What follows belongs to an exercise in optimizing a design on an open flow for small area and a short achievable clock period; a production flow would make more cautious choices.
Only simulation tests tie the RTL to the original design; equivalence was not proved.
Power figures rest on the tool's default switching activity, not on a simulated workload.

## flow/design.v (module list and top-level ports; edited modules follow where they fit)
// module processor: 835 lines
module processor(
  input clk,
  input rst,
  input [31:0] instruction,
  output [31:0] instruction_addr);
  // ...
==> flow/run.sh <==
#!/bin/bash
# synth_recipe.tcl (not shown) runs the flow's synth.tcl, then flattens the netlist and writes it again
# the make line also repeats each setting of config.mk as NAME=value (left out here)
make -C /OpenROAD-flow-scripts/flow DESIGN_CONFIG=/design/flow/config.mk WORK_HOME=/design/flow/orfs CLKGATE_MAP_FILE= SYNTH_SCRIPT=/design/flow/synth_recipe.tcl finish
==> flow/config.mk <==
export PLATFORM = sky130hd
export DESIGN_NAME = processor
export DESIGN_NICKNAME = processor
export VERILOG_FILES = /design/flow/design.v
export SDC_FILE = /design/flow/constraint.sdc
export NUM_CORES = 4
export LEC_CHECK = 0
export CAP_MARGIN = 20
export CORE_MARGIN = 2
export CORE_UTILIZATION = 40
export PLACE_DENSITY = 0.6
export SETUP_SLACK_MARGIN = 5
export SLEW_MARGIN = 20
==> flow/constraint.sdc <==
create_clock -name core_clock -period 12.5 [get_ports {clk}]
set_input_delay 2.5000 -clock core_clock [delete_from_list [all_inputs] [get_ports {clk}]]
set_output_delay 2.5000 -clock core_clock [all_outputs]
set_load 0.01 [all_outputs]
==> impl_metrics.ini, run 1 <==
[pwr]
seqPwrFrac = 0.191
clock_power_share = 0.157
swShare = 0.4691
power.total_mw = 22.15
switching_power_mw = 10.39

[cells_and_area]
fin_area_sq_um = 94210
final-nonclk-buf-share = 0.1840
fillers = 14180
diodes = 22
nClkBuffers = 128
clkCellAreaFrac = 0.03890
layout.cells.non_filler = 9951

[global_route]
gr-usage-met3 = 0.2277
grt_max_degree = 66
grt_overflow = 0

[setup_path]
regToRegStartpoint = R[24].r[5]
cp.arrival_ns = 10.86
worstSetupStartpoint = instruction[16]
crit_top_cell = buf_4
required_ns = 13.01

[run_status]
status = no timing/DRC/antenna violations

[job]
drv_cap = 0

[timing]
setup_tns_ns = 0
fin_ws_ns = 2.157
fmax_ghz = 0.09668

[logic_synthesis]
syn_avg_cell_area_sq_um = 10.29
yosys.area.top_type_share = 0.4577
yosysUniqueCellTypes = 97
synth_common_cells = 1024 x edfxtp_1, 649 x a22oi_1, 490 x nand3_1
ys_ff_latch = 1056
ys_seq_area_frac = 0.4673
synth_top_cell_by_area = edfxtp_1

[placement]
place_hpwl_um = 281600

[route]
antenna_left = 0
drcViolationCount = 0
topRoutingLayerUsed = met5

[min_path]
hp-start = pc[31]

[clock_network]
h-tree-depth = 3
==> run 2, diff against run 1 <==
--- a/flow/config.mk
+++ b/flow/config.mk
@@ -11,3 +11,2 @@
 export PLACE_DENSITY = 0.6
-export SETUP_SLACK_MARGIN = 5
 export SLEW_MARGIN = 20
==> run 2 against run 1 <==
  * Largest power group unchanged
  * Clock power grew 8.9%
  * Highest routed layer unchanged
  * Clock skew shrank 0.017 ns
  * Critical path type unchanged
  * Utilization decreased by 6.0 points
==> impl_metrics.ini, run 2 <==
[run_status]
status = no timing/DRC/antenna violations

[cells_and_area]
final_cell_mix = 1034 x buf_4, 1024 x edfxtp_1, 649 x a22oi_1, 486 x nand3_1, 416 x nand2_1
top_register = R.r
fillers = 15140
layout-drive-gt1-share = 0.2212
nNetsFinal = 7651
largest_reg_flops = 1024
top_regs = R.r (1024), pc (32)
finalCoreUtilization = 0.5041
syn_to_final_growth_pct = 25.35
final_common_cell = buf_4

[logic_synthesis]
synth-compound-area-share = 0.1921
synth_common_cells = 1024 x edfxtp_1, 649 x a22oi_1, 490 x nand3_1
synth_area_leaders = edfxtp_1 46%, a22oi_1 7.3%, fa_1 6.5%
netlist_area_sq_um = 67180
yosys.area.top_type_share = 0.4577
synthMuxAreaShare = 0.01525
syn_avg_cell_area_sq_um = 10.29
yosysUniqueCellTypes = 97
ys_seq_area_frac = 0.4673
synth_ff_type = edfxtp_1
synth_edf_count = 1024
ys_ff_latch = 1056
ys_async_sr_fraction = 0
yosysMostFrequentCell = edfxtp_1
syn-num-nets = 6878
synth_top_cell_by_area = edfxtp_1
synthXorXnorAreaFrac = 0.03043
syn_inst = 6526
synth_fa_ha_area_frac = 0.08985
synth-simple-area-share = 0.1491
ys_warn_count = 1
synth_top_family_by_area = compound AO/OA/AOI/OAI gates

[placement]
io_buffers = 61
gp_congestion = 1.072
place_hpwl_um = 293700

[floorplan]
rows = 150
start_util = 0.4022
die-area_sq_um = 171200
ios = 66
die_width_um = 413.8
die_h_um = 413.8
core_area_sq_um = 167000

[clock_network]
cts-buffers-inserted = 114
cts.sinks = 1056
worstSkewPairLatency_ns = 0.82
cts-resized-gates = 0
cts_tree = built
cts_buffer_depth = 3
cts_root_buf = clkbuf_16
hold_buffers = 0
post_cts_buffers = 0
clkTransAtPathRegs_ns = 0.07
h-tree-depth = 3

[min_path]
hold_path_class = reg2reg

[route]
totalWireLength_um = 417700
post_drt_wl_per_cell_um = 43.31
drcViolationCount = 0
antenna_left = 0
via_count = 69120
initialDrtViolationCount = 12440
firstDrtPassIters = 10
viasPerCell = 7.167

[global_route]
gr-usage-all-layers = 0.4791
grt_first_pass_wirelength_um = 556500
grt_overflow = 0
grt_max_degree = 66
grt_pass1_vias = 64630
antenna_found_initial = 27

[timing]
setup_tns_ns = 0
fin_crit_ns = 12.17
relSlewSlack = 0.09451
skew_ns = 0.05851
fmax_ghz = 0.08219
drv_slew = 0
setup_viol = 0
hold_violations = 0
tightest_slew_ns = 1.355
rsz0062_at_grt = no
fin_crit_sh = 0.9734

[setup_path]
cpPeakStageDelay_ns = 0.84
cp.arrival_ns = 12.83
crit_type = in2reg
endpoint_kind = register
path_max_fanout = 20
required_ns = 13.16
crit_top_cell = fa_1
cp-start-kind = primary input
cp_slowest_cell = nor4_4

[pwr]
power_density_nw_per_um2 = 247.8
p_leak_nw = 32.07
ir_drop_v = 0.0006701

[job]
drv_cap = 0
run 2: per-stage QoR:
| stage | cells | power [mW] | hold slack (ns) | setup WS [ns] | cell area, sq um |
|---|---|---|---|---|---|
| floorplan | 6526 | 9.822 | 0.8362 | 0.5431 | 67180 |
| global placement | 9382 | 16.31 | 0.8628 | -0.3361 | 79860 |
| detailed placement | 9387 | 16.34 | 0.8969 | -0.08430 | 80000 |
| CTS | 9604 | 20.07 | 0.9151 | 0.7009 | 84090 |
| global route | 9610 | 21.32 | 0.9561 | 0.01886 | 84120 |
| finish | 9644 | 20.87 | 0.8967 | 0.3330 | 84200 |
run 2: final timing paths:
kind,to,cells after the start,slack [ns],from
min,pc[1],4,0.90,pc[0]
max,pc[31],34,0.33,instruction[13]
max reg2reg,pc[31],31,2.86,R[30].r[11]
min reg2reg,pc[1],4,0.90,pc[0]
run 2: layer usage:
| layer | part of all wire | routed length (um) | vias up | global-route usage |
|---|---|---|---|---|
| met2 | 0.41 | 170700 | 6726 | 0.6901 |
| li1 | - | - | 26580 | - |
| met4 | 0.11 | 45370 | 40 | 0.3949 |
| met3 | 0.14 | 59940 | 2139 | 0.1704 |
| met5 | 0.0012 | 485 | - | 0.008479 |
| met1 | 0.34 | 141200 | 33640 | 0.5730 |
run 2: power breakdown:
part,internal (mW),switching (mW),total [mW]
Clock,2.18,1.60,3.78
Combinational,4.54,8.30,12.8
Sequential,4.20,0.0405,4.24
Total,10.9,9.95,20.9
run 2: layout make-up:
class                   count  area [sq um]  share of cell area
diodes                     40         100.1            0.001189
flip-flops and latches   1056         31390              0.3728
repair buffers           1254         11560              0.1373
clock inverters            90          1172             0.01392
well taps                2204          2758             0.03275
clock buffers             127          2923             0.03471
multi-input cells        4527         33000              0.3919
inverters                 346          1299             0.01542
run 2: critical path, delay by kind of cell:
family | cells | cell delay [ns]
muxes | 1 | 0.21
adders and majority gates | 8 | 4.38
and+or+nand+nor | 9 | 2.26
buffers and inverters | 10 | 1.78
xor gates and xnor gates | 1 | 0.12
AOI/OAI and AO/OA | 5 | 1.54
run 2: logic make-up (layout without fill, tap and decap cells):
kind of cell / count (synthesis) / count (layout)
AOI/OAI and AO/OA: 1875 / 1875
other: 0 / 40
xor gates and xnor gates: 224 / 224
muxes: 97 / 97
buffers and inverters: 943 / 1817
and+or+nand+nor: 1971 / 1971
adders and majority gates: 360 / 360
DFF: 1056 / 1056

[afterwards: timing with drivers on the ports]
The results above use ideal ports. As a check the final layouts listed here were re-extracted and re-timed, cells and wires unchanged.
Step 1 sets driving cells, clkbuf_16 on the clock port and buf_2 on the other inputs (assumed; they add their load-dependent delay and slew).
Step 2 times the ports against the registers' clock, not the clock port: input delays grow and output delays shrink by t, the midpoint of the rising clock arrivals with the driver on.
Three values: ideal ports, drivers, drivers and shift; two values: the first two.
run | t, ns | setup slack, ns | slew at the worst register clock pin (ns) | worst data-port slew with drivers (ns)
run 1 | 0.878 | 2.156 / 2.046 / 1.168 | 0.08 / 0.08 | 0.34
run 2 | 0.881 | 0.333 / 0.389 / -0.492 | 0.07 / 0.07 | 0.06
With both steps, setup timing fails in run 2, where it was met with ideal ports. The setup slack of run 1, which loses most, moves by -0.110 ns with the drivers and by -0.988 ns with both steps.
